What follows belongs to an exercise in optimizing a design on an open flow for small area and a short achievable clock period; a production flow would make more cautious choices.
Only simulation tests tie the RTL to the original design; equivalence was not proved.
Power figures rest on the tool's default switching activity, not on a simulated workload.

`design/flow/design.v`:
```
module ACC_CPU_32BITS(
	input button_clock_in,
	input [16:0] Input,
	output wire [0:27] Output7Segments,
	input clock,
	output wire WaitingInput,
	input reset_in,
	output wire Negative,
	output wire [0:20] OutputPC,
	output wire [14:0] mem_addr,
	output wire [31:0] mem_wdata,
	output wire mem_we,
	input [31:0] mem_rdata
	);
	localparam [63:0] M_DEF  = 64'h04ff01009efddff7;  
	localparam [63:0] M_MULC = 64'h00001e0000002008;  
	localparam [63:0] M_AY   = 64'h0051000000000001;  
	localparam [63:0] M_AX   = 64'h00a2000082000100;  
	localparam [63:0] M_ASP  = 64'h0000000004000000;  
	localparam [63:0] M_AAUX = 64'h0000000000010000;  
	localparam [63:0] M_ASR3 = 64'h0400000000000000;  
	localparam [63:0] M_AZ   = 64'h0000010018fc0000;  
	localparam [63:0] M_BM   = 64'h0000150018a894a5;  
	localparam [63:0] M_BI   = 64'h00000a0000546a5a;  
	localparam [63:0] M_BZ   = 64'h040f000006010100;  
	localparam [63:0] M_SUB  = 64'h00c0000080000607;
	localparam [63:0] M_AND  = 64'h0000000000000030;
	localparam [63:0] M_OR   = 64'h0000000000001800;
	localparam [63:0] M_XOR  = 64'h000000000000c000;
	localparam [63:0] M_FLAGS= 64'h0000000000000007;  
	localparam [63:0] M_DACC = 64'h0003000010c0def0;
	localparam [63:0] M_DX   = 64'h00a8000084310000;
	localparam [63:0] M_DY   = 64'h04540000000c0000;
	localparam [63:0] M_PUSH = 64'h0000000560000000;
	localparam [63:0] M_PULL = 64'h0000010218000000;
	localparam [63:0] M_TO4  = 64'h00000107f8000000;  
	localparam [63:0] M_WAIT = 64'h9000000000000000;  
	localparam [63:0] M_IMMX = 64'h0000000080fe0000;  
	localparam [15:0] SG6 = 16'h1083, SG5 = 16'h208e, SG4 = 16'h02ba, SG3 = 16'h8492,
	                  SG2 = 16'hd004, SG1 = 16'hd860, SG0 = 16'h2812;
	function [6:0] seg7(input [3:0] v);
		seg7 = {SG6[v], SG5[v], SG4[v], SG3[v], SG2[v], SG1[v], SG0[v]};
	endfunction
	function [31:0] rev32(input [31:0] v);
		integer i;
		for (i = 0; i < 32; i = i + 1) rev32[i] = v[31 - i];
	endfunction
	function [31:0] rca32(input [31:0] a, input [31:0] b, input ci);
		integer i;
		reg c;
		begin
			c = ci;
			for (i = 0; i < 32; i = i + 1) begin
				rca32[i] = a[i] ^ b[i] ^ c;
				c = (a[i] & b[i]) | (c & (a[i] ^ b[i]));
			end
		end
	endfunction
	wire [21:0] rr;
	genvar gi;
	generate
		for (gi = 0; gi < 22; gi = gi + 1) begin : rg
			RstInv ri(.a(reset_in), .y(rr[gi]));
		end
	endgenerate
	wire [31:0] Mem = mem_rdata;
	reg [2:0] st;
	reg pend;             
	reg mact;             
	reg mshr;             
	reg [31:0] IR, Acc, X, Y, SP, SR, Aux, PC, sPC, MDR;
	reg [20:0] P;
	reg [14:0] Base;
	reg BaseHi;           
	reg [16:0] InReg;     
	reg [0:27] segR;
	reg [0:20] pcsegR;
	reg [31:0] WD;
	reg NegR, WIR, WER;
	reg [14:0] RA;
	reg subiu, desceu, bprev;
	reg [5:0] cnt;
	reg pre;
	wire [5:0] op = IR[31:26];
	wire [31:0] Imm = {6'd0, IR[25:0]};
	wire S0 = (st == 3'd0);
	wire S1 = (st == 3'd1);
	wire S2 = (st == 3'd2);
	wire S3 = (st == 3'd3);
	wire S4 = (st == 3'd4);
	wire S5 = (st == 3'd5);
	wire cDEF = M_DEF[op], cMULC = M_MULC[op], cAY = M_AY[op], cAX = M_AX[op];
	wire cASP = M_ASP[op], cAAUX = M_AAUX[op], cASR3 = M_ASR3[op], cAZ = M_AZ[op];
	wire cBM = M_BM[op], cBI = M_BI[op], cBZ = M_BZ[op], cSUB = M_SUB[op], cAND = M_AND[op];
	wire cOR = M_OR[op], cXOR = M_XOR[op], cFLAGS = M_FLAGS[op];
	wire cDACC = M_DACC[op], cDX = M_DX[op], cDY = M_DY[op];
	wire cPUSH = M_PUSH[op], cPULL = M_PULL[op], cTO4 = M_TO4[op];
	wire cWAIT = M_WAIT[op], cIMMX = M_IMMX[op];
	wire cBR = (op[5:2] == 4'b1001);    
	wire brTaken = (op[1:0] == 2'd0) ? (~SR[0] & ~SR[1]) :
	               (op[1:0] == 2'd1) ? ~SR[1] :
	               (op[1:0] == 2'd2) ? SR[0] : SR[1];
	wire IO0 = (op == 6'd60) & (S3 | S4);
	wire BRK = (op == 6'd63) & (S3 | S4);
	reg [2:0] nst;
	always @(*) begin
		case (st)
			3'd0: nst = 3'd1;
			3'd1: nst = 3'd2;
			3'd2: nst = 3'd3;
			3'd3: nst = cTO4 ? 3'd4 : (cWAIT ? ((subiu == desceu) ? 3'd3 : 3'd4) : 3'd0);
			3'd4: nst = (op == 6'd34) ? 3'd5 : (cWAIT ? ((subiu != desceu) ? 3'd4 : 3'd0) : 3'd0);
			default: nst = 3'd0;
		endcase
	end
	wire exe = S0 & pend;
	reg [31:0] defA, defB;
	always @(*) begin
		if (cAZ) defA = 32'd0;
		else if (cAY) defA = Y;
		else if (cAX) defA = X;
		else if (cASP) defA = SP;
		else if (cAAUX) defA = Aux;
		else if (cASR3) defA = {31'd0, SR[3]};
		else defA = Acc;
		if (cBZ) defB = 32'd0;
		else if (cBM) defB = MDR;
		else if (cBI) defB = Imm;
		else defB = 32'd1;
	end
	wire jmp = S3 & (op == 6'd35);
	wire rti = S3 & (op == 6'd56);
	wire wdY = (op == 6'd31), wdSR = (op == 6'd29), wdSPC = (op == 6'd32), wdPC = (op == 6'd34);
	wire wdAcc = ~(wdY | wdSR | wdSPC | wdPC);
	wire aPC  = (S1 & ~pre) | (S3 & cBR) | (S2 & wdPC);
	wire oup  = S3 & (op == 6'd59);
	wire aSP  = (S3 & ~cBR & ~jmp & ~rti & ~oup) | S4;
	wire aSPC = rti | (S2 & wdSPC);
	wire aSR  = S2 & wdSR;
	wire aY   = (S2 & wdY) | oup;
	wire aAcc = S2 & wdAcc;
	wire [31:0] addA = S0 ? defA :
		(({32{aPC}} & PC) | ({32{aSP}} & SP) | ({32{aSPC}} & sPC) |
		 ({32{aSR}} & SR) | ({32{aY}} & Y) | ({32{aAcc}} & Acc));
	wire [31:0] addB = S0 ? defB : (((S3 & (cBR | jmp)) | S5) ? Imm :
		((S1 & pre) ? 32'd198 : ((S2 | rti) ? 32'd0 : 32'd1)));
	wire addSub = S0 ? cSUB : (aSP & S3) | oup;     
	wire [31:0] sum = rca32(addA, addB ^ {32{addSub}}, addSub);
	reg [31:0] R;
	always @(*) begin
		if (cAND) R = Acc & defB;
		else if (cOR) R = Acc | defB;
		else if (cXOR) R = Acc ^ defB;
		else R = sum;
	end
	wire [31:0] shOne = (IR[25:5] == 21'd0) ? (32'd1 << IR[4:0]) : 32'd0;
	wire [31:0] mulB = (op == 6'd3 || op == 6'd13) ? shOne : Imm;
	wire [10:0] chunk = S0 ? {1'b0, MDR[31:22]} : (S1 ? MDR[21:11] : MDR[10:0]);
	wire [31:0] mulA = mshr ? rev32(Acc) : Acc;
	reg [31:0] T, ms, mc, mr, mn;
	integer mi;
	always @(*) begin
		ms = {P, 11'd0};
		mc = 32'd0;
		for (mi = 0; mi < 11; mi = mi + 1) begin
			mr = chunk[mi] ? (mulA << mi) : 32'd0;
			mn = ms ^ mc ^ mr;
			mc = ((ms & mc) | (ms & mr) | (mc & mr)) << 1;
			ms = mn;
		end
		T = ms + mc;
	end
	wire [31:0] Tfin = mshr ? rev32(T) : T;
	wire mfin = mact & S2;
	reg [31:0] Acc_n, X_n, Y_n, SP_n, SR_n, Aux_n, PCo_n, sPC_n;
	reg [14:0] Base_n;
	reg BaseHi_n;
	always @(*) begin
		Acc_n = Acc; X_n = X; Y_n = Y; SP_n = SP; SR_n = SR; Aux_n = Aux;
		PCo_n = PC; sPC_n = sPC; Base_n = Base; BaseHi_n = BaseHi;
		if (exe) begin
			if (cDACC) Acc_n = R;
			if (cDX) X_n = sum;
			if (cDY) Y_n = sum;
			if (cFLAGS) SR_n[2:0] = {1'b0, (sum == 32'd0), sum[31]};
			if (op == 6'd25) SP_n = sum;
			if (op == 6'd8) Aux_n = sum;
			if (op == 6'd27) SR_n = sum;
			if (op == 6'd40) sPC_n = sum;
		end
		if (mfin) Acc_n = Tfin;
		if (S1) begin
			PCo_n = sum;
			if (pre) begin
				sPC_n = PC;
				Base_n = 15'd0;
				BaseHi_n = 1'b0;
			end
		end
		if (S3) begin
			case (op)
				6'd24, 6'd56: begin Base_n = Aux[14:0]; BaseHi_n = |Aux[31:15]; end
				6'd35: PCo_n = sum;
				6'd57: SR_n[3] = 1'b1;
				default: ;
			endcase
			if (cPUSH) SP_n = sum;
			if (cBR & brTaken) PCo_n = sum;
			if (op == 6'd56) PCo_n = sum;
		end
		if (S4) begin
			if (op == 6'd60) Y_n = {InReg[16], 15'd0, InReg[15:0]};
			if (cPULL) SP_n = sum;
		end
		if (S5) PCo_n = sum;
	end
	wire rts = S4 & (op == 6'd33);
	wire [31:0] PC_n = rts ? Mem : PCo_n;
	wire [31:0] IR_n = S1 ? (pre ? 32'hF8000000 : Mem) : IR;
	wire pre_n = S0 & (BaseHi | (|Base)) & (cnt == 6'd63);
	wire [14:0] BX = Base + X[14:0];
	wire [14:0] PM = S4 ? Base : (pre ? X[14:0] : BX);
	wire fastSel = (S1 & ~pre) | rts;
	reg [14:0] slP, slQ;
	always @(*) begin
		if (S1 | (S2 & cIMMX)) begin
			slP = S1 ? X[14:0] : BX;
			slQ = S1 ? 15'd0 : IR[14:0];
		end else begin
			slP = Base_n;
			slQ = (nst == 3'd0 || nst == 3'd1) ? PCo_n[14:0] : SP_n[14:0];
		end
	end
	wire [14:0] slowSum = slP + slQ;
	wire [14:0] RA_d;
	RaNext ran(.pm(PM), .mem(Mem[14:0]), .slow(slowSum), .fast(fastSel), .rst(rr[21]), .d(RA_d));
	wire [31:0] MDR_n = (mact & (S0 | S1)) ? MDR : ((S3 & cMULC & ~cBM) ? mulB : Mem);
	wire [31:0] WD_n = S2 ? ((mfin & wdAcc) ? Tfin : sum) : WD;
	wire WE_n = ((nst == 3'd3) & ((op == 6'd17) | (op == 6'd31))) |
	            ((nst == 3'd4) & cPUSH);
	wire WI_n = (nst == 3'd3) & (op == 6'd60);
	wire [15:0] outv = Y[31] ? ~sum[15:0] : Y[15:0];
	always @(posedge clock) begin
		MDR <= MDR_n;
		P <= S3 ? 21'd0 : T[20:0];
		IR <= IR_n;       
		WD <= WD_n;
	end
	always @(posedge clock) begin
		if (rr[0]) begin
			st <= 3'd0;
			pend <= 1'b0;
			mact <= 1'b0;
			mshr <= 1'b0;
			WER <= 1'b0;
			WIR <= 1'b0;
		end else begin
			st <= nst;
			pend <= (S3 | S4) & cDEF;
			mact <= S3 ? cMULC : (S2 ? 1'b0 : mact);
			if (S3) mshr <= (op == 6'd13);
			WER <= WE_n;
			WIR <= WI_n;
		end
	end
	always @(posedge clock) if (rr[1]) Acc[15:0] <= 16'd0; else Acc[15:0] <= Acc_n[15:0];
	always @(posedge clock) if (rr[2]) Acc[31:16] <= 16'd0; else Acc[31:16] <= Acc_n[31:16];
	always @(posedge clock) if (rr[3]) X[15:0] <= 16'd0; else X[15:0] <= X_n[15:0];
	always @(posedge clock) if (rr[4]) X[31:16] <= 16'd0; else X[31:16] <= X_n[31:16];
	always @(posedge clock) if (rr[5]) Y[15:0] <= 16'd0; else Y[15:0] <= Y_n[15:0];
	always @(posedge clock) if (rr[6]) Y[31:16] <= 16'd0; else Y[31:16] <= Y_n[31:16];
	always @(posedge clock) if (rr[7]) SP[15:0] <= 16'd9497; else SP[15:0] <= SP_n[15:0];
	always @(posedge clock) if (rr[8]) SP[31:16] <= 16'd0; else SP[31:16] <= SP_n[31:16];
	always @(posedge clock) if (rr[9]) SR[15:0] <= 16'd0; else SR[15:0] <= SR_n[15:0];
	always @(posedge clock) if (rr[10]) SR[31:16] <= 16'd0; else SR[31:16] <= SR_n[31:16];
	always @(posedge clock) if (rr[11]) Aux[15:0] <= 16'd0; else Aux[15:0] <= Aux_n[15:0];
	always @(posedge clock) if (rr[12]) Aux[31:16] <= 16'd0; else Aux[31:16] <= Aux_n[31:16];
	always @(posedge clock) if (rr[13]) PC[15:0] <= 16'd0; else PC[15:0] <= PC_n[15:0];
	always @(posedge clock) if (rr[14]) PC[31:16] <= 16'd0; else PC[31:16] <= PC_n[31:16];
	always @(posedge clock) if (rr[15]) sPC[15:0] <= 16'd0; else sPC[15:0] <= sPC_n[15:0];
	always @(posedge clock) if (rr[16]) sPC[31:16] <= 16'd0; else sPC[31:16] <= sPC_n[31:16];
	always @(posedge clock) begin
		if (rr[17]) begin
			Base <= 15'd0;
			BaseHi <= 1'b0;
		end else begin
			Base <= Base_n;
			BaseHi <= BaseHi_n;
		end
	end
	always @(posedge clock) RA <= RA_d;    
	always @(posedge clock)
		if (rr[18]) pcsegR <= {seg7(4'd0), seg7(4'd0), seg7(4'd0)};
		else pcsegR <= {seg7(PC_n[3:0]), seg7(PC_n[7:4]), seg7(PC_n[11:8])};
	wire countSig = S0 & (BaseHi | (|Base));
	always @(posedge clock) begin
		if (rr[0]) begin
			cnt <= 6'd0;
			pre <= 1'b0;
		end else begin
			pre <= pre_n;
			if (countSig) cnt <= cnt + 6'd1;
		end
	end
	wire bclk = ~button_clock_in;
	wire brise = bclk & ~bprev;
	wire bfall = ~bclk & bprev;
	always @(posedge clock) begin
		if (rr[20]) begin
			bprev <= 1'b0;
			InReg <= 17'd0;
			subiu <= 1'b0;
			desceu <= 1'b0;
		end else begin
			bprev <= bclk;
			if (brise & IO0) InReg <= Input;
			if (brise & (IO0 | BRK)) subiu <= ~subiu;
			if (bfall & (IO0 | BRK) & (subiu != desceu)) desceu <= ~desceu;
		end
	end
	always @(posedge clock) begin
		if (rr[19]) begin
			segR <= {seg7(4'd0), seg7(4'd0), seg7(4'd0), seg7(4'd0)};
			NegR <= 1'b0;
		end else if (S3 & (op == 6'd59)) begin
			NegR <= Y[31];
			segR <= {seg7(outv[3:0]), seg7(outv[7:4]), seg7(outv[11:8]), seg7(outv[15:12])};
		end
	end
	assign Output7Segments = segR;
	assign OutputPC = pcsegR;
	assign Negative = NegR;
	assign WaitingInput = WIR;
	assign mem_addr = RA;
	assign mem_we = WER;
	assign mem_wdata = WD;
endmodule
module RaNext(input [14:0] pm, input [14:0] mem, input [14:0] slow, input fast,
	input rst, output [14:0] d);
	wire [14:0] s = pm + mem;
	assign d = rst ? 15'd0 : (fast ? s : slow);
endmodule
module RstInv(input a, output y);
	assign y = ~a;
endmodule
```
`design/flow/run.sh`:
```
#!/bin/bash
# synth_recipe.tcl (not shown) runs the flow's synth.tcl, then flattens the netlist and writes it again
# the make line also repeats each setting of config.mk as NAME=value (left out here)
make -C /OpenROAD-flow-scripts/flow DESIGN_CONFIG=/design/flow/config.mk WORK_HOME=/design/flow/orfs CLKGATE_MAP_FILE= SYNTH_SCRIPT=/design/flow/synth_recipe.tcl finish
```
`design/flow/config.mk`:
```
export PLATFORM = sky130hd
export DESIGN_NAME = ACC_CPU_32BITS
export DESIGN_NICKNAME = ACC_CPU_32BITS
export VERILOG_FILES = /design/flow/design.v
export SDC_FILE = /design/flow/constraint.sdc
export NUM_CORES = 4
export LEC_CHECK = 0
export CAP_MARGIN = 20
export CORE_MARGIN = 2
export CORE_UTILIZATION = 40
export SLEW_MARGIN = 20
export SYNTH_HIERARCHICAL = 1
export SYNTH_MINIMUM_KEEP_SIZE = 0
```
`design/flow/constraint.sdc`:
```
create_clock -name core_clock -period 105.0 [get_ports {clock}]
set_input_delay 21.0000 -clock core_clock [delete_from_list [all_inputs] [get_ports {clock}]]
set_output_delay 21.0000 -clock core_clock [all_outputs]
set_load 0.01 [all_outputs]
```
==> impl_metrics.yaml, run 1 <==
layout:
  final_common_cell: "nand2_1"
  layout_common_cells: "647 x nand2_1, 628 x nor2_1, 391 x dfxtp_1, 351 x a21oi_1, 296 x inv_1"
  multi_input_area_sq_mm: 0.0269
  final_nets: 5384
  utilization_pct: 45.0
  seq_area_sq_mm: 0.0108
  final_area_sq_mm: 0.0448
  drive_gt1_share_pct: 6.36
  area_growth_pct: 11.9
  fillers: 10000
yosys:
  synth_edf_count: 96
  synth_warnings: 7
  synth_seq_area_share_pct: 26.9
  synth_cell_types: 99
  async_flop_share_pct: 0
  synth_seq_cells: 489
  avgSynthCellArea_sq_um: 8.20
  syn_area_sq_mm: 0.0400
  ys.flop_type: "dfxtp_1"
  synthCells: 4878
  synth_fp_nets: 5422
drt:
  drtAntennaViolNets: 0
  route.met2.wl_mm: 73.8
  wl_met1_mm: 62.2
  drt_wl_total_mm: 163
  drt_pass1_iterations: 8
  top_layer: "met5"
  wl_met3_mm: 14.6
  avgViaCountPerCell: 6.09
  drtIter0Drc: 3814
  via_count: 37700
  wl_per_cell_um: 26.4
  drcViolationCount: 0
pwr:
  pwr-share-seq_pct: 29.0
  power.switching_uw: 324
  power.density_mw_per_mm2: 17.0
  switching_share_pct: 42.5
  peakVddDrop_mv: 0.0135
  clockPowerShare_pct: 28.9
  internal-power_uw: 439
  p_comb_share_pct: 42.1
  p_leak_nw: 17.0
setup_path:
  crit_arrival_ns: 23.52
  slowest_delay_ns: 0.81
  worstReg2RegEnd: "SR[1]"
  worst_setup_path_end_kind: "flop"
  cp.required_ns: 105.52
  worst-setup-path-type: "in2reg"
  reg2reg_depth: 49
  critical_path.top_delay_family: "compound AO/OA/AOI/OAI gates"
  cpMaxStageDelayCell: "o21ai_0"
  ff2ff_setup_slack_ns: 88.46
  critical_path.cell_chain: "clkdlybuf4s50_1, o21ai_0, inv_1, ha_1, mux4_2, nor2b_1"
  startpoint_type: "input pin"
  cp_max_fo: 7
  r2r_start: "IR[27]"
  path_buf_inv: 2
  startpoint: "mem_rdata[5]"
clock_tree:
  ctsResizeCount: 0
  cts_setup_buffers: 0
  cts_max_level: 2
  numClockSinks: 489
  ctsHoldBuffers: 0
  clk_latency_ns: 0.67
  cts_buffer_depth: 3
  cts_buffers: 58
  clk_pin_slew_ns: 0.06
  cts_root_buffer: "clkbuf_16"
  cts_tree: "yes"
floorplan:
  die_height_um: 320
  coreArea_sq_mm: 0.0996
  ioPinCount: 151
  rows: 116
  die_area_sq_mm: 0.103
  dieWidth_um: 320
  initial_core_util_pct: 40.2
timing:
  hold_viol: 0
  setup_violations: 0
  slew_headroom_pct: 23.1
  tightest_slew_ns: 1.15
  timing.final.crit_share_pct: 21.9
  rsz0062_at_grt: "false"
  setup_tns_ns: 0
  fin_worst_skew_ns: 0.0271
  max_freq_mhz: 43.5
  fin_crit_ns: 23.00
  drv_slew: 0
placement:
  port_buffers: 150
  gp_congestion: 1.02
  dpl_cell_area_sq_mm: 0.0427
  dp_hpwl_mm: 123
global_routing:
  grt_overflow: 0
  grt_max_degree: 67
  grt_pass1_vias: 36500
  antenna_found_initial: 6
  grt.total_usage_pct: 31.2
  grt_pass1_wl_mm: 240
worst_hold_path:
  holdPathEnd: "pre"
  holdCritPathClass: "reg2reg"
  hold_depth: 2
  min_from: "cnt[5]"
flow_run:
  maxCapViolCount: 0
run_status:
  status: "no timing/DRC/antenna violations"
-- power by group through the flow --
stage                     Combinational, mW  Clock (mW)  Sequential, mW
after floorplan                       0.169           0           0.222
after CTS                             0.310       0.222           0.221
after global placement                0.307           0           0.225
final                                 0.322       0.220           0.221
after detailed placement              0.308           0           0.225
after global routing                  0.336       0.230           0.222
-- layout make-up --
cell class              instances  share of cell area [%]
inverters                     297                    2.49
well taps                    1298                    3.63
flip-flops and latches        489                    24.0
clock buffers                  85                    3.83
clock inverters                23                   0.729
multi-input cells            3729                    60.0
diodes                          2                  0.0112
repair buffers                265                    5.29
-- Yosys stat by module, one instance, submodules excluded --
module | cells | cell area, sq um | times used
ACC_CPU_32BITS | 4720 | 38900 | 1
RstInv | 1 | 3.75 | 22
RaNext | 136 | 998 | 1
-- through the flow --
step	power (mW)	worst slack [ns]	cells	hold slack, ns
CTS	0.752	82.05	6185	0.447
finish	0.763	82.00	6188	0.448
detailed placement	0.533	81.36	6077	0.437
global route	0.788	81.89	6186	0.473
floorplan	0.391	82.37	4878	0.429
global placement	0.532	81.41	6077	0.440
-- per-layer routing --
layer	track usage [%]	vias up
li1	-	16900
met1	37.9	18400
met2	49.9	1948
met3	6.63	520
met4	20.9	2
met5	0	-
-- cell families (layout without fill, tap and decap cells) --
| kind of cell | after synthesis | count (layout) | share of synthesized area (%) |
|---|---|---|---|
| other cells | 0 | 2 | 0 |
| compound gates | 1262 | 1262 | 20.8 |
| simple gates | 1694 | 1694 | 18.3 |
| flops | 489 | 489 | 26.9 |
| fa+ha+maj | 492 | 492 | 20.6 |
| xor+xnor | 98 | 98 | 2.28 |
| buf+inv | 660 | 670 | 6.39 |
| mux | 183 | 183 | 4.73 |
-- cell usage after synthesis (12+ instances only) --
| library cell | n | area [sq um] |
|---|---|---|
| a211oi_1 | 198 | 1490 |
| a21boi_0 | 20 | 150 |
| a21o_1 | 31 | 233 |
| a21oi_1 | 354 | 1770 |
| a221oi_1 | 89 | 780 |
| a22o_1 | 18 | 158 |
| a22oi_1 | 102 | 766 |
| a31oi_1 | 22 | 138 |
| and2_1 | 19 | 119 |
| and3_1 | 17 | 106 |
| buf_1 | 36 | 135 |
| buf_2 | 35 | 175 |
| clkbuf_1 | 284 | 1070 |
| dfxtp_1 | 393 | 7870 |
| edfxtp_1 | 96 | 2880 |
| fa_1 | 278 | 5570 |
| ha_1 | 214 | 2680 |
| inv_1 | 296 | 1110 |
| mux2_2 | 23 | 259 |
| mux2i_1 | 156 | 1560 |
| nand2_1 | 651 | 2440 |
| nand2b_1 | 30 | 188 |
| nand3_1 | 67 | 335 |
| nand3b_1 | 13 | 97.6 |
| nor2_1 | 632 | 2370 |
| nor2b_1 | 78 | 488 |
| nor3_1 | 82 | 410 |
| nor4_1 | 23 | 144 |
| o211ai_1 | 37 | 278 |
| o21a_1 | 18 | 135 |
| o21ai_0 | 189 | 946 |
| o21ai_1 | 22 | 110 |
| o22ai_1 | 35 | 219 |
| o311ai_0 | 19 | 166 |
| or2_2 | 12 | 75.1 |
| or3_1 | 14 | 87.6 |
| xnor2_1 | 66 | 578 |
| xor2_1 | 28 | 245 |
-- worst max path at each step --
stage	cells after the start	to	slack, ns
final	6	pcsegR[10]	82.00
after global routing	6	pcsegR[10]	81.89
after CTS	6	pcsegR[10]	82.05
after detailed placement	6	pcsegR[10]	81.36
after global placement	6	pcsegR[10]	81.41
after floorplan	5	pcsegR[10]	82.37
-- tightest hold or removal path, delay by kind of cell (launching register included) --
family	cells	cell delay [ns]
DFF	1	0.32
and+or+nand+nor	2	0.10
==> inputs of run 2 (changes only) <==
==> design/flow/flow/run.sh (new file) <==
#!/bin/bash
# Layout flow: the standard flow (standard.sh: ORFS synthesis through
# finish), with the port buffers that ORFS inserts at global placement made
# sky130_fd_sc_hd__buf_2 cells instead of the cell buffer_ports picks by
# default.  Every port still gets its own buffer.  The ORFS logs stay under
# orfs/logs; the output of the make run goes to standard.log.
set -euo pipefail
cd "$(dirname "$0")/.."
bash standard.sh "BUFFER_PORTS_ARGS=-buffer_cell sky130_fd_sc_hd__buf_2" finish > standard.log 2>&1
==> design/flow/standard.sh (new file) <==
#!/bin/bash
# synth_recipe.tcl (not shown) runs the flow's synth.tcl, then flattens the netlist and writes it again
# the make line also repeats each setting of config.mk as NAME=value (left out here)
make -C /OpenROAD-flow-scripts/flow DESIGN_CONFIG=/design/flow/config.mk WORK_HOME=/design/flow/orfs CLKGATE_MAP_FILE= SYNTH_SCRIPT=/design/flow/synth_recipe.tcl "${@:-finish}"
removed: design/flow/run.sh
==> run 2 against run 1 <==
Against the previous run:
- via count shrank 0.19%
- synthesized cell count is the same
- worst hold slack better by 0.0022 ns
- power fell by 1.1%
- clock power barely moved
- sequential cell count did not move
- non-clock buffer count rose by 4
- critical endpoint is now RA[7]
- still clean on timing, DRC and antenna
- final cell count hardly changed
==> impl_metrics.yaml, run 2 <==
run_status:
  status: "no timing/DRC/antenna violations"
yosys:
  synthTopCellsByArea: "dfxtp_1 20%, fa_1 14%, edfxtp_1 7.2%"
  avgSynthCellArea_sq_um: 8.20
  synth_cell_types: 99
  syn_area_sq_mm: 0.0400
  synth_seq_area_share_pct: 26.9
  synth.most_common_cell: "nand2_1"
  synth_top_family_by_area: "compound AO/OA/AOI/OAI gates"
  muxShareOfSynthArea_pct: 4.73
  synth_top_area_share_pct: 19.7
  ys.flop_type: "dfxtp_1"
  ys_top_cells_by_count: "651 x nand2_1, 632 x nor2_1, 393 x dfxtp_1"
  synth-adder-area-share_pct: 20.6
  synth_seq_cells: 489
  synthSimpleGateAreaFrac_pct: 18.3
  synth_edf_count: 96
  async_flop_share_pct: 0
  synth_compound_area_share_pct: 20.8
  synth_warnings: 7
  yosysTopAreaCell: "dfxtp_1"
  synthCells: 4878
  synth_xor_area_share_pct: 2.28
  synth_fp_nets: 5422
clock_tree:
  cts_max_level: 2
  numClockSinks: 489
  cts_buffers: 58
  clk_pin_slew_ns: 0.06
  cts_setup_buffers: 0
  cts_buffer_depth: 3
  ctsHoldBuffers: 0
  clk_latency_ns: 0.69
  cts_root_buffer: "clkbuf_16"
  ctsResizeCount: 0
  cts_tree: "yes"
global_routing:
  grt_max_degree: 67
  grt.total_usage_pct: 31.2
  antenna_found_initial: 10
  grt_pass1_vias: 36200
  met1_usage_pct: 38.7
  grt.met2_usage_pct: 49.9
  grt_overflow: 0
  grt_busiest_layer: "met2"
  grt_pass1_wl_mm: 240
  met3_usage_pct: 5.78
placement:
  pre_cts_slack_ns: 81.85
  gp_congestion: 1.01
  dp_hpwl_mm: 122
  port_buffers: 150
pwr:
  switching_share_pct: 43.7
  power.switching_uw: 330
  internal-power_uw: 425
  p_comb_share_pct: 41.8
  power_uw: 755
  pwr-share-seq_pct: 29.3
  clockPowerShare_pct: 29.0
  p_leak_nw: 17.1
  peakVddDrop_mv: 0.0152
  power.density_mw_per_mm2: 17.2
timing:
  worst_slack_ns: 82.50
  drv_slew: 0
  max_freq_mhz: 44.4
  setup_tns_ns: 0
  hold_viol: 0
  setup_violations: 0
  slew_headroom_pct: 21.7
  fin_crit_ns: 22.50
  tightest_slew_ns: 1.17
  rsz0062_at_grt: "false"
  timing.final.crit_share_pct: 21.4
  fin_worst_skew_ns: 0.0385
setup_path:
  crit_arrival_ns: 23.12
  startpoint: "reset_in"
  worst-setup-path-type: "in2reg"
  critical_path.cell_chain: "buf_2, inv_1, nor2b_1, nand3b_1, or3_1, nand3_1"
  cpMaxStageDelayCell: "buf_2"
  slowest_delay_ns: 0.71
  cp.required_ns: 105.62
  startpoint_type: "input pin"
  cp_max_fo: 22
  worst_setup_path_end_kind: "flop"
  r2r_start: "IR[27]"
floorplan:
  die_height_um: 320
  ioPinCount: 151
  die_area_sq_mm: 0.103
  coreArea_sq_mm: 0.0996
  initial_core_util_pct: 40.2
  dieWidth_um: 320
  rows: 116
layout:
  final_nets: 5388
  layout_common_cells: "647 x nand2_1, 628 x nor2_1, 391 x dfxtp_1, 351 x a21oi_1, 296 x inv_1"
  area_growth_pct: 9.95
  drive_gt1_share_pct: 9.59
  fillers: 10100
  final_common_cell: "nand2_1"
worst_hold_path:
  min_from: "cnt[5]"
  holdCritPathClass: "reg2reg"
drt:
  drt_pass1_iterations: 8
  drcViolationCount: 0
  drt_wl_total_mm: 164
  drtIter0Drc: 4551
  avgViaCountPerCell: 6.08
  wl_per_cell_um: 26.4
  via_count: 37600
  drtAntennaViolNets: 0
flow_run:
  maxCapViolCount: 0
run 2: cell counts after synthesis:
No cell type changed its count.
run 2: worst max-delay path: cells and delay by family:
family        cells  cell delay [ns]
buf+inv           2             1.09
simple gates      4             1.00
run 2: cell families (layout without fill, tap and decap cells):
logic type | after synthesis | in the layout
AOI/OAI and AO/OA | 1262 | 1262
xor gates and xnor gates | 98 | 98
adders and majority gates | 492 | 492
buffers and inverters | 660 | 675
DFF | 489 | 489
muxes | 183 | 183
other | 0 | 1
and+or+nand+nor | 1694 | 1694
run 2: path summary, 6_finish.rpt:
path | to | cells after the start | slack (ns)
worst max-delay path | RA[7] | 6 | 82.50
worst min register to register | pre | 2 | 0.45
worst min-delay path | pre | 2 | 0.45
worst max register to register | SR[1] | 49 | 88.35
run 2: Yosys stat by module, one instance, submodules excluded:
module	cell area [sq um]	copies in the design	cells	flip-flops and latches
ACC_CPU_32BITS	38900	1	4720	489
RaNext	998	1	136	0
RstInv	3.75	22	1	0
run 2: per-stage QoR:
| stage | hold WS [ns] | instance area [sq um] | utilization (%) | cells |
|---|---|---|---|---|
| global route | 0.471 | 44000 | 44.2 | 6191 |
| finish | 0.450 | 44000 | 44.2 | 6192 |
| global placement | 0.436 | 42000 | 42.1 | 6079 |
| floorplan | 0.429 | 40000 | - | 4878 |
| detailed placement | 0.443 | 42000 | 42.1 | 6079 |
| CTS | 0.454 | 44000 | 44.2 | 6188 |
run 2: metal layers:
layer | vias to the layer above | wire length [um]
met5 | - | 64
met4 | 8 | 12600
met3 | 563 | 14300
met2 | 1953 | 73900
met1 | 18200 | 62600
li1 | 16900 | -
run 2: power by group through the flow:
stage | combinational [mW] | clock (mW) | sequential (mW)
finish | 0.315 | 0.219 | 0.221
global route | 0.327 | 0.227 | 0.222
CTS | 0.302 | 0.220 | 0.221
detailed placement | 0.300 | 0 | 0.225
global placement | 0.299 | 0 | 0.225
floorplan | 0.169 | 0 | 0.222
run 2: final cells by class:
cell class / count / area [sq um] / share of cell area, %
Antenna cell: 1 / 2.50 / 0.00569
Multi-Input combinational cell: 3729 / 26900 / 61.1
Sequential cell: 489 / 10800 / 24.4
Inverter: 297 / 1110 / 2.53
Timing Repair Buffer: 269 / 1640 / 3.73
Tap cell: 1298 / 1620 / 3.69
Clock buffer: 80 / 1690 / 3.83
Clock inverter: 29 / 314 / 0.714
==> inputs of run 3 (changes only) <==
--- a/design/flow/design.v
+++ b/design/flow/design.v
@@ -233,7 +233,7 @@
 	end
 	wire [14:0] slowSum = slP + slQ;
 	wire [14:0] RA_d;
-	RaNext ran(.pm(PM), .mem(Mem[14:0]), .slow(slowSum), .fast(fastSel), .rst(rr[21]), .d(RA_d));
+	RaNext ran(.pm(PM), .mem(Mem[14:0]), .slow(slowSum), .fast(fastSel), .d(RA_d));
 	wire [31:0] MDR_n = (mact & (S0 | S1)) ? MDR : ((S3 & cMULC & ~cBM) ? mulB : Mem);
 	wire [31:0] WD_n = S2 ? ((mfin & wdAcc) ? Tfin : sum) : WD;
 	wire WE_n = ((nst == 3'd3) & ((op == 6'd17) | (op == 6'd31))) |
@@ -288,10 +288,12 @@
 			BaseHi <= BaseHi_n;
 		end
 	end
-	always @(posedge clock) RA <= RA_d;    
+	always @(posedge clock) if (rr[21]) RA <= 15'd0; else RA <= RA_d;
+	wire [20:0] pcseg_d;
+	PcSegNext psn(.pco(PCo_n[11:0]), .mem(Mem[11:0]), .rts(rts), .seg(pcseg_d));
 	always @(posedge clock)
 		if (rr[18]) pcsegR <= {seg7(4'd0), seg7(4'd0), seg7(4'd0)};
-		else pcsegR <= {seg7(PC_n[3:0]), seg7(PC_n[7:4]), seg7(PC_n[11:8])};
+		else pcsegR <= pcseg_d;
 	wire countSig = S0 & (BaseHi | (|Base));
 	always @(posedge clock) begin
 		if (rr[0]) begin
@@ -336,9 +338,18 @@
 	assign mem_wdata = WD;
 endmodule
 module RaNext(input [14:0] pm, input [14:0] mem, input [14:0] slow, input fast,
-	input rst, output [14:0] d);
+	output [14:0] d);
 	wire [14:0] s = pm + mem;
-	assign d = rst ? 15'd0 : (fast ? s : slow);
+	assign d = fast ? s : slow;
+endmodule
+module PcSegNext(input [11:0] pco, input [11:0] mem, input rts, output [20:0] seg);
+	localparam [15:0] SG6 = 16'h1083, SG5 = 16'h208e, SG4 = 16'h02ba, SG3 = 16'h8492,
+	                  SG2 = 16'hd004, SG1 = 16'hd860, SG0 = 16'h2812;
+	function [6:0] seg7(input [3:0] v);
+		seg7 = {SG6[v], SG5[v], SG4[v], SG3[v], SG2[v], SG1[v], SG0[v]};
+	endfunction
+	wire [11:0] p = rts ? mem : pco;
+	assign seg = {seg7(p[3:0]), seg7(p[7:4]), seg7(p[11:8])};
 endmodule
 module RstInv(input a, output y);
 	assign y = ~a;
--- a/design/flow/config.mk
+++ b/design/flow/config.mk
@@ -8,6 +8,9 @@
 export CAP_MARGIN = 20
 export CORE_MARGIN = 2
 export CORE_UTILIZATION = 40
+export CTS_CLUSTER_DIAMETER = 100
+export CTS_CLUSTER_SIZE = 18
+export GPL_TIMING_DRIVEN = 0
 export SLEW_MARGIN = 20
 export SYNTH_HIERARCHICAL = 1
 export SYNTH_MINIMUM_KEEP_SIZE = 0
==> run 3 against run 2 <==
Against the previous run:
- worst setup slack worse by 0.43 ns
- worst hold slack improved by 0.0079 ns
- clock skew is 0.0020 ns higher
- critical path type unchanged
- combinational power is 52% lower
- final cell count rose by 4.7%
- synthesized area rose by 1.1%
- still clean
- die area rose by 1.0%
==> impl_metrics.yaml, run 3 <==
setup_path:
  worst_setup_path_end_kind: "flop"
  startpoint_type: "input pin"
  worstReg2RegEnd: "SR[1]"
  crit_arrival_ns: 23.52
  reg2reg_depth: 49
  ff2ff_setup_slack_ns: 85.31
  cp.required_ns: 105.58
  r2r_start: "IR[27]"
  worst-setup-path-type: "in2reg"
  cp_max_fo: 5
  startpoint: "mem_rdata[0]"
drt:
  drtIter0Drc: 5655
  wl_per_cell_um: 29.3
  drtAntennaViolNets: 0
  drt_pass1_iterations: 7
  avgViaCountPerCell: 6.17
  drcViolationCount: 0
  drt_wl_total_mm: 190
  via_count: 40000
worst_hold_path:
  holdPathEnd: "segR[24]"
  holdCritPathClass: "reg2reg"
  min_from: "segR[24]"
  hold_depth: 2
floorplan:
  initial_core_util_pct: 40.4
  die_area_sq_mm: 0.104
  ioPinCount: 151
  rows: 116
  coreArea_sq_mm: 0.100
  die_height_um: 322
  dieWidth_um: 322
timing:
  fin_crit_ns: 22.93
  slew_headroom_pct: 13.2
  tightest_slew_ns: 1.30
  rsz0062_at_grt: "false"
  fin_worst_skew_ns: 0.0405
  hold_viol: 0
  timing.final.crit_share_pct: 21.8
  setup_tns_ns: 0
  max_freq_mhz: 43.6
  setup_violations: 0
  drv_slew: 0
  worst_slack_ns: 82.07
yosys:
  synth_warnings: 8
  ys_top_cells_by_count: "824 x nand2_1, 505 x nor2_1, 393 x dfxtp_1"
  synthTopCellsByArea: "dfxtp_1 19%, fa_1 14%, nand2_1 7.6%"
  synth_edf_count: 96
  synth_top_area_share_pct: 19.5
  syn_area_sq_mm: 0.0404
  ys.flop_type: "dfxtp_1"
  synth_seq_cells: 489
  synth_fp_nets: 5503
  async_flop_share_pct: 0
  synth_seq_area_share_pct: 26.6
  avgSynthCellArea_sq_um: 8.15
  synth_cell_types: 110
  synthCells: 4960
  yosysTopAreaCell: "dfxtp_1"
  synth.most_common_cell: "nand2_1"
clock_tree:
  cts_buffer_depth: 3
  ctsHoldBuffers: 0
  cts_buffers: 37
  cts_tree: "yes"
  clk_pin_slew_ns: 0.08
  cts_setup_buffers: 0
  ctsResizeCount: 0
  cts_max_level: 2
  cts_root_buffer: "clkbuf_16"
  clk_latency_ns: 0.66
  numClockSinks: 489
placement:
  pre_cts_slack_ns: 81.43
  gp_congestion: 1.08
  port_buffers: 150
  dp_hpwl_mm: 152
global_routing:
  antenna_found_initial: 13
  grt_overflow: 0
  grt_pass1_vias: 36800
  grt_max_degree: 42
  grt.total_usage_pct: 35.8
  grt_pass1_wl_mm: 267
layout:
  fillers: 10200
  final_common_cell: "nand2_1"
  drive_gt1_share_pct: 6.84
  final_nets: 5699
  area_growth_pct: 9.21
  layout_common_cells: "823 x nand2_1, 505 x nor2_1, 393 x dfxtp_1, 339 x a21oi_1, 298 x clkbuf_1"
pwr:
  internal-power_uw: 318
  pwr-share-seq_pct: 39.8
  clockPowerShare_pct: 30.8
  power.density_mw_per_mm2: 11.7
  peakVddDrop_mv: 0.0103
  p_leak_nw: 16.7
  p_comb_share_pct: 29.4
  power.switching_uw: 200
  switching_share_pct: 38.6
run_status:
  status: "no timing/DRC/antenna violations"
flow_run:
  maxCapViolCount: 0
run 3: how the worst max path moves through the flow:
stage	cells after the start	end
finish	10	RA[14]
global placement	10	RA[14]
CTS	10	RA[14]
detailed placement	10	RA[14]
global route	10	RA[14]
floorplan	9	RA[14]
run 3: power by group through the flow:
| stage | logic, mW | clock network (mW) | registers (mW) |
|---|---|---|---|
| after floorplan | 0.0789 | 0 | 0.208 |
| after global placement | 0.144 | 0 | 0.210 |
| after detailed placement | 0.145 | 0 | 0.210 |
| after CTS | 0.145 | 0.160 | 0.206 |
| after global routing | 0.157 | 0.165 | 0.206 |
| final | 0.152 | 0.159 | 0.206 |
run 3: Yosys stat by module, one instance, submodules excluded:
module	area, sq um	cells inside	copies in the design	flip-flops and latches
ACC_CPU_32BITS	38500	4711	1	489
PcSegNext	926	99	1	0
RaNext	966	128	1	0
RstInv	3.75	1	22	0
run 3: layout make-up:
| class | instances | area, sq um | area share (%) |
|---|---|---|---|
| timing repair buffer | 157 | 802 | 1.82 |
| buffer | 382 | 1610 | 3.65 |
| sequential | 489 | 10800 | 24.3 |
| tap | 1298 | 1620 | 3.68 |
| antenna | 5 | 12.5 | 0.0283 |
| clock buffer | 46 | 992 | 2.25 |
| multi-input combinational | 3793 | 27000 | 61.2 |
| inverter | 296 | 1110 | 2.52 |
| clock inverter | 14 | 226 | 0.513 |
run 3: critical path, stage by stage:
cell	delay [ns]
buf_2	0.28
ha_1	0.26
inv_1	0.06
fa_1	0.44
nor2b_4	0.15
o2111ai_2	0.23
a2111oi_2	0.46
o21ai_0	0.15
a31oi_1	0.29
nor2b_1	0.17
run 3: cell families after synthesis:
family / count (synthesis) / share of synthesized area (%)
and+or+nand+nor: 1865 / 20.4
buffers and inverters: 678 / 6.71
adders and majority gates: 491 / 20.4
xor gates and xnor gates: 105 / 2.34
muxes: 180 / 4.70
DFF: 489 / 26.6
AOI/OAI and AO/OA: 1152 / 18.9
run 3: per-layer routing:
layer	up-vias	share of wire [%]	track usage, %
met1	19500	40	47.3
met5	-	0.052	0
li1	17500	-	-
met3	511	11	8.28
met4	16	6.5	19.7
met2	2433	43	53.8
run 3: through the flow:
step | instance area [sq um] | util (%) | hold slack, ns | power [mW] | std cells
after floorplan | 40400 | - | 0.432 | 0.287 | 4960
after global placement | 42800 | 42.7 | 0.439 | 0.354 | 6408
after detailed placement | 42900 | 42.9 | 0.446 | 0.355 | 6415
after CTS | 44100 | 44.1 | 0.457 | 0.510 | 6475
after global routing | 44100 | 44.1 | 0.471 | 0.528 | 6475
final | 44200 | 44.1 | 0.458 | 0.517 | 6480
==> inputs of run 4 (changes only) <==
--- a/design/flow/config.mk
+++ b/design/flow/config.mk
@@ -10,7 +10,6 @@
 export CORE_UTILIZATION = 40
 export CTS_CLUSTER_DIAMETER = 100
 export CTS_CLUSTER_SIZE = 18
-export GPL_TIMING_DRIVEN = 0
 export SLEW_MARGIN = 20
 export SYNTH_HIERARCHICAL = 1
 export SYNTH_MINIMUM_KEEP_SIZE = 0
==> run 4 against run 3 <==
Against the previous run:
- combinational power shrank 7%
- non-clock buffer count down 269
- critical path depth did not move
- final cell count shrank 4.3%
- critical path type unchanged
- largest cell class unchanged
- highest routed layer unchanged
==> impl_metrics.yaml, run 4 <==
run_status:
  status: "no timing/DRC/antenna violations"
timing:
  setup_violations: 0
  tightest_slew_ns: 1.28
  whs_ns: 0.456
  fin_crit_ns: 22.58
  worst_slack_ns: 82.42
  hold_viol: 0
  fin_worst_skew_ns: 0.0349
  rsz0062_at_grt: "false"
  drv_slew: 0
  slew_headroom_pct: 13.7
  timing.final.crit_share_pct: 21.5
  setup_tns_ns: 0
  max_freq_mhz: 44.3
layout:
  final_nets: 5429
  final_common_cell: "nand2_1"
  layout_common_cells: "820 x nand2_1, 502 x nor2_1, 391 x dfxtp_1, 337 x a21oi_1, 290 x inv_1"
  layoutNonFillerInstCount: 6201
  utilization_pct: 43.3
  final_area_sq_mm: 0.0434
  drive_gt1_share_pct: 8.91
  diodes: 0
  area_growth_pct: 7.31
placement:
  pre_cts_slack_ns: 81.82
  gp_congestion: 1.01
  post-place-cells: 6145
  dp_hpwl_mm: 122
  dpl_cell_area_sq_mm: 0.0423
  port_buffers: 150
floorplan:
  rows: 116
  ioPinCount: 151
  coreArea_sq_mm: 0.100
  die_area_sq_mm: 0.104
  dieWidth_um: 322
  initial_core_util_pct: 40.4
  die_height_um: 322
clock_tree:
  cts_buffers: 36
  cts_tree: "yes"
  clk_pin_slew_ns: 0.08
  cts_buffer_depth: 3
  cts_max_level: 2
  ctsResizeCount: 0
  clk_latency_ns: 0.62
  cts_root_buffer: "clkbuf_16"
  ctsHoldBuffers: 0
  numClockSinks: 489
  cts_setup_buffers: 0
global_routing:
  grt_pass1_vias: 35400
  grt_max_degree: 66
  grt_pass1_wl_mm: 241
  grt.total_usage_pct: 31.2
  grt_overflow: 0
  antenna_found_initial: 8
worst_hold_path:
  holdCritPathClass: "reg2reg"
  min_from: "segR[22]"
  hold_depth: 2
  holdPathEnd: "segR[22]"
yosys:
  ys_top_cells_by_count: "824 x nand2_1, 505 x nor2_1, 393 x dfxtp_1"
  avgSynthCellArea_sq_um: 8.15
  synth_cell_types: 110
  synthTopCellsByArea: "dfxtp_1 19%, fa_1 14%, nand2_1 7.6%"
  synth_fp_nets: 5503
  synthCells: 4960
  synth_seq_area_share_pct: 26.6
  syn_area_sq_mm: 0.0404
  synth_top_area_share_pct: 19.5
  async_flop_share_pct: 0
  synth_seq_cells: 489
  synth.most_common_cell: "nand2_1"
  synth_warnings: 8
  synth_edf_count: 96
  yosysTopAreaCell: "dfxtp_1"
  ys.flop_type: "dfxtp_1"
setup_path:
  reg2reg_depth: 50
  worstReg2RegEnd: "SR[1]"
  startpoint_type: "input pin"
  slowest_delay_ns: 0.43
  worst_setup_path_end_kind: "flop"
  path_buf_inv: 2
  worst-setup-path-type: "in2reg"
  critical_path.top_delay_family: "compound AO/OA/AOI/OAI gates"
  cp_max_fo: 5
  cp.required_ns: 105.52
  cpMaxStageDelayCell: "fa_1"
  ff2ff_setup_slack_ns: 86.29
  crit_arrival_ns: 23.10
  r2r_start: "IR[26]"
  critical_path.cell_chain: "buf_2, ha_1, inv_1, fa_1, nor2b_4, o2111ai_2, a2111oi_2, o21ai_0, a31oi_1, nor2b_1"
drt:
  drtIter0Drc: 4732
  wl_per_cell_um: 26.6
  drt_wl_total_mm: 165
  via_count: 37500
  drt_pass1_iterations: 8
  drtAntennaViolNets: 0
  drcViolationCount: 0
  avgViaCountPerCell: 6.05
pwr:
  power_uw: 491
  p_leak_nw: 16.6
  power.density_mw_per_mm2: 11.3
  peakVddDrop_mv: 0.00998
flow_run:
  maxCapViolCount: 0
## run 4: cell counts after synthesis
No cell type changed its count.
## run 4: worst register-to-register path, delay by kind of cell, from the launching register on
kind | cells | cell delay [ns]
fa+ha+maj | 31 | 13.67
buf+inv | 6 | 0.74
mux | 1 | 0.64
compound gates | 5 | 1.32
flops | 1 | 0.63
xor+xnor | 1 | 0.17
simple gates | 6 | 1.51
## run 4: cells by family (layout without fill, tap and decap cells)
kind of cell	after synthesis	after routing	synth area share, %
AND/OR/NAND/NOR	1865	1865	20.4
AO/OA/AOI/OAI	1152	1152	18.9
multiplexers	180	180	4.70
XOR/XNOR	105	105	2.34
flip-flops	489	489	26.6
adder cells (fa/ha/maj)	491	491	20.4
buffers and inverters	678	621	6.71
## run 4: where the power goes
group	internal, mW	switching, mW
sequential	0.199	0.00757
combinational	0.0431	0.0987
clock	0.0656	0.0767
total	0.308	0.183
## run 4: worst max-delay path by stage
stage,slack (ns),to,depth (start not counted),from
floorplan,82.27,RA[14],9,mem_rdata[0]
global placement,81.75,RA[14],10,mem_rdata[0]
detailed placement,81.82,RA[14],10,mem_rdata[0]
CTS,82.44,RA[14],10,mem_rdata[0]
global route,82.30,RA[14],10,mem_rdata[0]
finish,82.42,RA[14],10,mem_rdata[0]
## run 4: per-module statistics from Yosys (local to each module, per instance)
module	flops+latches	copies in the design	area, sq um	cells inside
RstInv	0	22	3.75	1
RaNext	0	1	966	128
ACC_CPU_32BITS	489	1	38500	4711
PcSegNext	0	1	926	99
## run 4: routing by layer
metal | share of wire, % | up-vias | global-route usage (%)
met5 | 0.022 | - | 0
met4 | 6.7 | 6 | 18.0
met3 | 10 | 450 | 6.45
met2 | 43 | 2032 | 47.2
met1 | 40 | 18100 | 41.3
li1 | - | 16900 | -
## run 4: final cells by class
cell class              instances  area (sq um)
multi-input cells            3793         27200
flip-flops and latches        489         10800
clock inverters                11          88.8
fillers                     10200         56800
inverters                     296          1110
clock buffers                  44           952
well taps                    1298          1620
repair buffers                270          1660
==> inputs of run 5 (changes only) <==
--- a/design/flow/config.mk
+++ b/design/flow/config.mk
@@ -5,6 +5,7 @@
 export SDC_FILE = /design/flow/constraint.sdc
 export NUM_CORES = 4
 export LEC_CHECK = 0
+export ABC_AREA = 1
 export CAP_MARGIN = 20
 export CORE_MARGIN = 2
 export CORE_UTILIZATION = 40
==> run 5 against run 4 <==
Against the previous run:
- wire length is 4.5% higher
- worst hold slack gained 0.011 ns
- clock-buffer cell count increased by 2
- clock power rose by 8%
- combinational power up 17%
- synthesized cell count grew 11%
- core utilization grew 0.14 points
- sequential share of layout area shrank 0.083 points
- critical path depth decreased by 9
- maximum frequency up 1.6%
- critical endpoint is now mem_wdata[4]
- largest power group unchanged
==> impl_metrics.yaml, run 5 <==
run_status:
  status: "no timing/DRC/antenna violations"
clock_tree:
  ctsResizeCount: 0
  cts_tree: "yes"
  numClockSinks: 489
  cts_setup_buffers: 0
  ctsHoldBuffers: 0
  cts_root_buffer: "clkbuf_16"
  cts_buffers: 37
  clk_latency_ns: 0.68
  cts_max_level: 2
  cts_buffer_depth: 3
  clk_pin_slew_ns: 0.08
yosys:
  synthTopCellsByArea: "dfxtp_1 19%, fa_1 14%, nand2_1 10%"
  async_flop_share_pct: 0
  synth_warnings: 8
  synthCells: 5518
  syn_area_sq_mm: 0.0404
  ys.flop_type: "dfxtp_1"
  synth.most_common_cell: "nand2_1"
  synth_top_area_share_pct: 19.5
  synth_edf_count: 96
  synth_seq_area_share_pct: 26.6
  ys_top_cells_by_count: "1123 x nand2_1, 738 x inv_1, 527 x nor2_1"
  avgSynthCellArea_sq_um: 7.32
  synth_fp_nets: 6061
  yosysTopAreaCell: "dfxtp_1"
  synth_cell_types: 77
  synth_seq_cells: 489
pwr:
  power.switching_uw: 216
  internal-power_uw: 311
  power.density_mw_per_mm2: 12.1
  clockPowerShare_pct: 29.2
  switching_share_pct: 41.0
  p_leak_nw: 17.9
  power_uw: 527
  peakVddDrop_mv: 0.0116
  p_comb_share_pct: 31.6
  pwr-share-seq_pct: 39.2
setup_path:
  startpoint_type: "flop"
  worst-setup-path-type: "reg2out"
  cp.required_ns: 84.00
  r2r_start: "IR[27]"
  critPathCapture: "mem_wdata[4]"
  startpoint: "WD[4]"
  cpMaxStageDelayCell: "edfxtp_1"
  worst_setup_path_end_kind: "output pin"
  cp_max_fo: 1
  critical_path.cell_chain: "buf_2"
  crit_cells: 1
  worstReg2RegEnd: "SR[1]"
  crit_arrival_ns: 1.23
  critical_path.top_delay_family: "flip-flops"
  reg2reg_depth: 53
  ff2ff_setup_slack_ns: 85.78
  path_buf_inv: 1
  slowest_delay_ns: 0.43
drt:
  wl_per_cell_um: 25.2
  drtAntennaViolNets: 0
  drt_wl_total_mm: 172
  drcViolationCount: 0
  drtIter0Drc: 5524
  avgViaCountPerCell: 5.85
  via_count: 39900
  drt_pass1_iterations: 6
layout:
  final_common_cell: "nand2_1"
  layout_common_cells: "1122 x nand2_1, 736 x inv_1, 521 x nor2_1, 453 x o21ai_0, 392 x dfxtp_1"
  final_nets: 6056
  fillers: 10400
  area_growth_pct: 7.73
  final_area_sq_mm: 0.0435
  diodes: 0
  drive_gt1_share_pct: 7.48
timing:
  slew_headroom_pct: 19.6
  drv_slew: 0
  timing.final.crit_share_pct: 21.2
  fin_crit_ns: 22.23
  whs_ns: 0.467
  setup_tns_ns: 0
  setup_violations: 0
  fin_worst_skew_ns: 0.0560
  hold_viol: 0
  rsz0062_at_grt: "false"
  tightest_slew_ns: 1.19
  max_freq_mhz: 45.0
floorplan:
  dieWidth_um: 322
  coreArea_sq_mm: 0.100
  die_area_sq_mm: 0.104
  die_height_um: 322
  ioPinCount: 151
  initial_core_util_pct: 40.4
  rows: 116
global_routing:
  grt.total_usage_pct: 32.6
  grt_pass1_wl_mm: 249
  grt_overflow: 0
  antenna_found_initial: 10
  grt_pass1_vias: 36600
  grt_max_degree: 74
placement:
  port_buffers: 150
  gp_congestion: 1.02
  dp_hpwl_mm: 132
  dpl_cell_area_sq_mm: 0.0424
flow_run:
  maxCapViolCount: 0
worst_hold_path:
  holdCritPathClass: "reg2reg"
==> run 5: worst min path at each step <==
stage | start | to | cells after the start
2_1_floorplan | SR[2] | SR[2] | 2
3_3_place_gp | cnt[4] | pre | 2
3_5_place_dp | segR[18] | segR[18] | 2
4_1_cts | segR[18] | segR[18] | 2
5_1_grt | segR[4] | segR[4] | 2
6_report | segR[18] | segR[18] | 2
==> run 5: cell type report <==
cell class / count / area [sq um] / area share (%)
clock inverters: 15 / 178 / 0.408
flip-flops and latches: 489 / 10800 / 24.7
multi-input cells: 3958 / 25600 / 58.8
inverters: 786 / 2950 / 6.78
clock buffers: 46 / 981 / 2.25
well taps: 1298 / 1620 / 3.73
repair buffers: 241 / 1430 / 3.29
==> run 5: cells by family after synthesis <==
kind of cell / count (synthesis) / synth area share (%)
fa+ha+maj: 491 / 20.4
compound gates: 1316 / 19.9
xor+xnor: 80 / 1.73
flops: 489 / 26.6
simple gates: 2065 / 21.1
buf+inv: 1071 / 10.2
mux: 6 / 0.155
==> run 5: Yosys stat by module, one instance, submodules excluded <==
module | cells inside | copies in the design
ACC_CPU_32BITS | 5062 | 1
PcSegNext | 219 | 1
RaNext | 215 | 1
RstInv | 1 | 22
==> run 5: layer usage <==
metal | vias up | GRT usage (%) | share of wire [%]
li1 | 18200 | - | -
met1 | 19100 | 45.3 | 42
met2 | 2178 | 47.7 | 42
met3 | 401 | 7.33 | 11
met4 | 10 | 15.7 | 5.7
met5 | - | 0 | 0.041
==> run 5: power by group through the flow <==
stage	Clock, mW	Combinational (mW)	Sequential (mW)
final	0.154	0.166	0.207
after global placement	0	0.159	0.211
after detailed placement	0	0.159	0.211
after global routing	0.161	0.175	0.207
after CTS	0.155	0.160	0.207
after floorplan	0	0.0892	0.209
==> run 5: metrics by stage <==
step,setup slack [ns],std cells,utilization (%)
global placement,82.31,6772,42.3
finish,82.77,6833,43.5
CTS,82.73,6833,43.5
floorplan,82.72,5518,-
global route,82.73,6833,43.5
detailed placement,82.27,6772,42.3
==> inputs of run 6 (changes only) <==
--- a/design/flow/config.mk
+++ b/design/flow/config.mk
@@ -8,7 +8,7 @@
 export ABC_AREA = 1
 export CAP_MARGIN = 20
 export CORE_MARGIN = 2
-export CORE_UTILIZATION = 40
+export CORE_UTILIZATION = 60
 export CTS_CLUSTER_DIAMETER = 100
 export CTS_CLUSTER_SIZE = 18
 export SLEW_MARGIN = 20
==> run 6 against run 5 <==
Against the previous run:
- still clean
- synthesized cell count unchanged
- critical path depth increased by 4
- global-route usage increased by 12 points
- sequential power about the same
- critical path type is now in2reg
- critical endpoint is now segR[8]
- highest routed layer unchanged
==> impl_metrics.yaml, run 6 <==
run_status:
  status: "no timing/DRC/antenna violations"
placement:
  dpl_cell_area_sq_mm: 0.0418
  port_buffers: 150
  post-place-cells: 6334
  gp_congestion: 1.07
  dp_hpwl_mm: 121
drt:
  drcViolationCount: 0
  avgViaCountPerCell: 6.32
  drtAntennaViolNets: 0
  via_count: 40400
  wl_per_cell_um: 24.6
  drt_wl_total_mm: 158
  drtIter0Drc: 5634
  drt_pass1_iterations: 8
global_routing:
  met3_usage_pct: 11.8
  grt.met2_usage_pct: 65.9
  grt_pass1_wl_mm: 236
  grt_overflow: 0
  grt_busiest_layer: "met2"
  grt.total_usage_pct: 45.1
  antenna_found_initial: 13
  met1_usage_pct: 57.2
  grt_max_degree: 74
  grt_pass1_vias: 38100
layout:
  final_common_cell: "nand2_1"
  fillers: 6121
  final_nets: 6045
  layoutNonFillerInstCount: 6403
  final_area_sq_mm: 0.0429
  layout_common_cells: "1120 x nand2_1, 737 x inv_1, 521 x nor2_1, 454 x o21ai_0, 391 x dfxtp_1"
  area_growth_pct: 6.28
  utilization_pct: 64.2
  drive_gt1_share_pct: 7.37
setup_path:
  worst-setup-path-type: "in2reg"
  slowest_delay_ns: 0.69
  r2r_start: "IR[27]"
  critical_path.cell_chain: "buf_2, inv_1, inv_1, o21ai_0, a31oi_1"
  critPathCapture: "segR[8]"
  cp.required_ns: 105.54
  cp_max_fo: 22
  cpMostUsedCell: "inv_1"
  worst_setup_path_end_kind: "flop"
  crit_arrival_ns: 23.00
  startpoint_type: "input pin"
  worstReg2RegEnd: "SR[1]"
  reg2reg_depth: 55
  startpoint: "reset_in"
  ff2ff_setup_slack_ns: 86.11
  cpMaxStageDelayCell: "buf_2"
floorplan:
  dieWidth_um: 264
  rows: 95
  die_height_um: 264
  initial_core_util_pct: 60.4
  ioPinCount: 151
  coreArea_sq_mm: 0.0669
  die_area_sq_mm: 0.0694
clock_tree:
  cts_buffer_depth: 3
  cts_max_level: 2
  ctsHoldBuffers: 0
  cts_tree: "yes"
  numClockSinks: 489
  clk_latency_ns: 0.62
  cts_root_buffer: "clkbuf_16"
  cts_buffers: 37
  ctsResizeCount: 0
  clk_pin_slew_ns: 0.08
  cts_setup_buffers: 0
yosys:
  ys_top_cells_by_count: "1123 x nand2_1, 738 x inv_1, 527 x nor2_1"
  synth_edf_count: 96
  async_flop_share_pct: 0
  synth_seq_area_share_pct: 26.6
  syn_area_sq_mm: 0.0404
  synth_seq_cells: 489
  synthCells: 5518
  synth.most_common_cell: "nand2_1"
  synth_cell_types: 77
  synth_warnings: 8
  ys.flop_type: "dfxtp_1"
  synthTopCellsByArea: "dfxtp_1 19%, fa_1 14%, nand2_1 10%"
  synth_fp_nets: 6061
  yosysTopAreaCell: "dfxtp_1"
  avgSynthCellArea_sq_um: 7.32
  synth_top_area_share_pct: 19.5
timing:
  max_freq_mhz: 44.5
  fin_crit_ns: 22.46
  hold_viol: 0
  setup_violations: 0
  fin_worst_skew_ns: 0.0360
  drv_slew: 0
  tightest_slew_ns: 1.20
  slew_headroom_pct: 19.1
  timing.final.crit_share_pct: 21.4
  rsz0062_at_grt: "false"
  setup_tns_ns: 0
worst_hold_path:
  min_from: "cnt[4]"
  holdCritPathClass: "reg2reg"
pwr:
  power.density_mw_per_mm2: 12.0
  p_leak_nw: 17.8
  peakVddDrop_mv: 0.0116
flow_run:
  maxCapViolCount: 0
## run 6: cell count changes in the layout (fill, tap and decap cells not counted), moves of 2 or more
cell,before,now
clkbuf_1,8,6
nand2_2,15,17
inv_6,4,0
clkinv_4,0,3
buf_4,91,79
nand2_1,1122,1120
o21ai_1,45,41
diode_2,0,9
o21ai_2,5,8
inv_8,0,3
clkinv_2,4,2
## run 6: worst max-delay path: cells and delay by family
family,cells,cell delay [ns]
AOI/OAI and AO/OA,2,0.36
buffers and inverters,3,1.62
## run 6: routing by layer
layer  vias to the layer above  part of all wire (%)
li1                      18300                     -
met1                     18900                    37
met2                      2519                    42
met3                       713                    12
met4                        16                   9.1
met5                         -                 0.082
## run 6: worst min-delay path by stage
| stage | slack [ns] | endpoint | cells after the start |
|---|---|---|---|
| floorplan | 0.44 | SR[2] | 2 |
| global placement | 0.45 | pre | 2 |
| detailed placement | 0.45 | pre | 2 |
| CTS | 0.46 | pre | 2 |
| global route | 0.48 | pre | 2 |
| finish | 0.46 | pre | 2 |
## run 6: modules after synthesis (local to each module, per instance)
module          area (sq um)  flops+latches  copies in the design  cells
RaNext                  1040              0                     1    215
ACC_CPU_32BITS         38200            489                     1   5062
PcSegNext               1070              0                     1    219
RstInv                  3.75              0                    22      1
## run 6: kinds of logic after synthesis
group,after synthesis,synth area share (%)
AND/OR/NAND/NOR,2065,21.1
XOR/XNOR,80,1.73
adder cells (fa/ha/maj),491,20.4
multiplexers,6,0.155
AO/OA/AOI/OAI,1316,19.9
flip-flops,489,26.6
buffers and inverters,1071,10.2
## run 6: metrics by stage
stage / setup WS [ns] / total power, mW / hold slack, ns
floorplan: 82.72 / 0.299 / 0.437
global placement: 82.09 / 0.359 / 0.449
detailed placement: 82.03 / 0.360 / 0.453
CTS: 82.62 / 0.506 / 0.464
global route: 82.41 / 0.531 / 0.479
finish: 82.54 / 0.516 / 0.462
## run 6: final cells by class
cell class | instances | area, sq um | area share [%]
clock inverter | 13 | 156 | 0.364
clock buffer | 45 | 987 | 2.30
sequential | 489 | 10800 | 25.0
multi-input combinational | 3958 | 25600 | 59.7
timing repair buffer | 230 | 1360 | 3.16
inverter | 786 | 2950 | 6.88
antenna | 9 | 22.5 | 0.0524
tap | 873 | 1090 | 2.54
## run 6: power by group
| group | total, mW | leakage (nW) | switching (mW) | internal [mW] |
|---|---|---|---|---|
| registers | 0.207 | 4.12 | 0.00636 | 0.200 |
| clock network | 0.150 | 0.556 | 0.0790 | 0.0710 |
| logic | 0.159 | 13.1 | 0.118 | 0.0414 |
| total | 0.516 | 17.8 | 0.203 | 0.313 |
==> inputs of run 7 (changes only) <==
--- a/design/flow/config.mk
+++ b/design/flow/config.mk
@@ -8,9 +8,10 @@
 export ABC_AREA = 1
 export CAP_MARGIN = 20
 export CORE_MARGIN = 2
-export CORE_UTILIZATION = 60
+export CORE_UTILIZATION = 50
 export CTS_CLUSTER_DIAMETER = 100
 export CTS_CLUSTER_SIZE = 18
+export PLACE_DENSITY = 0.75
 export SLEW_MARGIN = 20
 export SYNTH_HIERARCHICAL = 1
 export SYNTH_MINIMUM_KEEP_SIZE = 0
==> run 7 against run 6 <==
Against the previous run:
- still clean on timing, DRC and antenna
- first-iteration DRC count is 3.9% higher
- via count hardly changed
- sequential power hardly changed
- synthesized cell count stayed put
- global-route usage is 6.6 points lower
- power is 0.42% lower
- core utilization is 10 points lower
- critical endpoint unchanged
- largest cell class unchanged
- highest routed layer unchanged
==> impl_metrics.yaml, run 7 <==
run_status:
  status: "no timing/DRC/antenna violations"
setup_path:
  cpMaxStageDelayCell: "buf_2"
  cpMostUsedCell: "inv_1"
  cp.required_ns: 105.54
  critical_path.top_delay_family: "buffers and inverters"
  startpoint_type: "input pin"
  crit_arrival_ns: 22.98
  worst-setup-path-type: "in2reg"
  slowest_delay_ns: 0.69
global_routing:
  antenna_found_initial: 11
  grt_pass1_vias: 36700
  grt_pass1_wl_mm: 238
  grt.total_usage_pct: 38.5
floorplan:
  initial_core_util_pct: 50.3
  coreArea_sq_mm: 0.0803
  dieWidth_um: 288
  rows: 104
timing:
  worst_slack_ns: 82.56
  drv_slew: 0
  setup_tns_ns: 0
  fin_crit_ns: 22.44
  setup_violations: 0
  hold_viol: 0
  whs_ns: 0.453
placement:
  post-place-cells: 6522
  dp_hpwl_mm: 124
  dpl_cell_area_sq_mm: 0.0420
  pre_cts_slack_ns: 82.02
  port_buffers: 150
  gp_congestion: 1.06
clock_tree:
  cts_max_level: 2
  clk_latency_ns: 0.62
  numClockSinks: 489
  ctsResizeCount: 0
  cts_tree: "yes"
  cts_buffer_depth: 3
  cts_root_buffer: "clkbuf_16"
  cts_setup_buffers: 0
  cts_buffers: 35
layout:
  layout_common_cells: "1122 x nand2_1, 737 x inv_1, 521 x nor2_1, 454 x o21ai_0, 392 x dfxtp_1"
  area_growth_pct: 6.77
  final_nets: 6043
yosys:
  synth_edf_count: 96
  synth.most_common_cell: "nand2_1"
  yosysTopAreaCell: "dfxtp_1"
  synth_seq_cells: 489
  synthCells: 5518
  avgSynthCellArea_sq_um: 7.32
  synth_seq_area_share_pct: 26.6
  synth_warnings: 8
  synth_cell_types: 77
  synthTopCellsByArea: "dfxtp_1 19%, fa_1 14%, nand2_1 10%"
  synth_fp_nets: 6061
drt:
  drt_wl_total_mm: 162
  drtIter0Drc: 5853
  drt_pass1_iterations: 8
  via_count: 40400
  drtAntennaViolNets: 0
  wl_per_cell_um: 24.6
  drcViolationCount: 0
pwr:
  power.density_mw_per_mm2: 11.9
  power.switching_uw: 205
  power_uw: 514
  internal-power_uw: 309
  clockPowerShare_pct: 28.2
  p_leak_nw: 17.8
  switching_share_pct: 39.9
  p_comb_share_pct: 31.6
worst_hold_path:
  min_from: "cnt[4]"
  holdCritPathClass: "reg2reg"
flow_run:
  maxCapViolCount: 0
run 7: final cells by class:
cell class	count	area [sq um]
Clock inverter	8	104
Clock buffer	47	982
Multi-Input combinational cell	3958	25600
Timing Repair Buffer	230	1370
Inverter	786	2950
Antenna cell	16	40.0
Sequential cell	489	10800
Fill cell	7807	37100
Tap cell	1060	1330
run 7: cell families (layout without fill, tap and decap cells):
kind of cell               Yosys count  after routing  share of synthesized area [%]
and+or+nand+nor                   2065           2065                           21.1
AOI/OAI and AO/OA                 1316           1316                           19.9
buffers and inverters             1071           1071                           10.2
adders and majority gates          491            491                           20.4
DFF                                489            489                           26.6
xor gates and xnor gates            80             80                           1.73
muxes                                6              6                          0.155
other                                0             16                              0
run 7: worst reg2reg max path: cells and delay by family (launching register included):
kind / cells / cell delay [ns]
fa+ha+maj: 31 / 13.54
buf+inv: 8 / 1.00
xor+xnor: 1 / 0.19
flops: 1 / 0.64
compound gates: 5 / 1.16
simple gates: 9 / 2.25
run 7: path summary, 6_finish.rpt:
kind                            endpoint  slack (ns)  cells after the start
worst max-delay path             segR[8]       82.56                      5
worst min-delay path                 pre        0.45                      2
worst max register to register     SR[1]       86.18                     54
worst min register to register       pre        0.45                      2
run 7: per-module statistics from Yosys, one instance, submodules excluded:
module | cells | times used | area, sq um
RstInv | 1 | 22 | 3.75
RaNext | 215 | 1 | 1040
ACC_CPU_32BITS | 5062 | 1 | 38200
PcSegNext | 219 | 1 | 1070
run 7: power groups by stage:
stage | clock network, mW | logic [mW] | registers (mW)
6_report | 0.145 | 0.162 | 0.207
4_1_cts | 0.145 | 0.154 | 0.206
5_1_grt | 0.151 | 0.171 | 0.207
3_5_place_dp | 0 | 0.153 | 0.210
2_1_floorplan | 0 | 0.0892 | 0.209
3_3_place_gp | 0 | 0.152 | 0.210
run 7: layer usage:
layer  track usage [%]  vias up  part of all wire, %
met5                 0        -                0.024
met4              22.8        6                  7.0
met3              11.6      553                   13
li1                  -    18200                    -
met1              51.2    19000                   39
met2              55.0     2661                   41

Check on run 7: ideal ports give 82.564 ns setup slack; a clkbuf_16 on the clock port and buf_2 on the inputs give 82.613 ns; moving port delays by the midpoint clock arrival (0.677 ns) as well gives 81.936 ns.
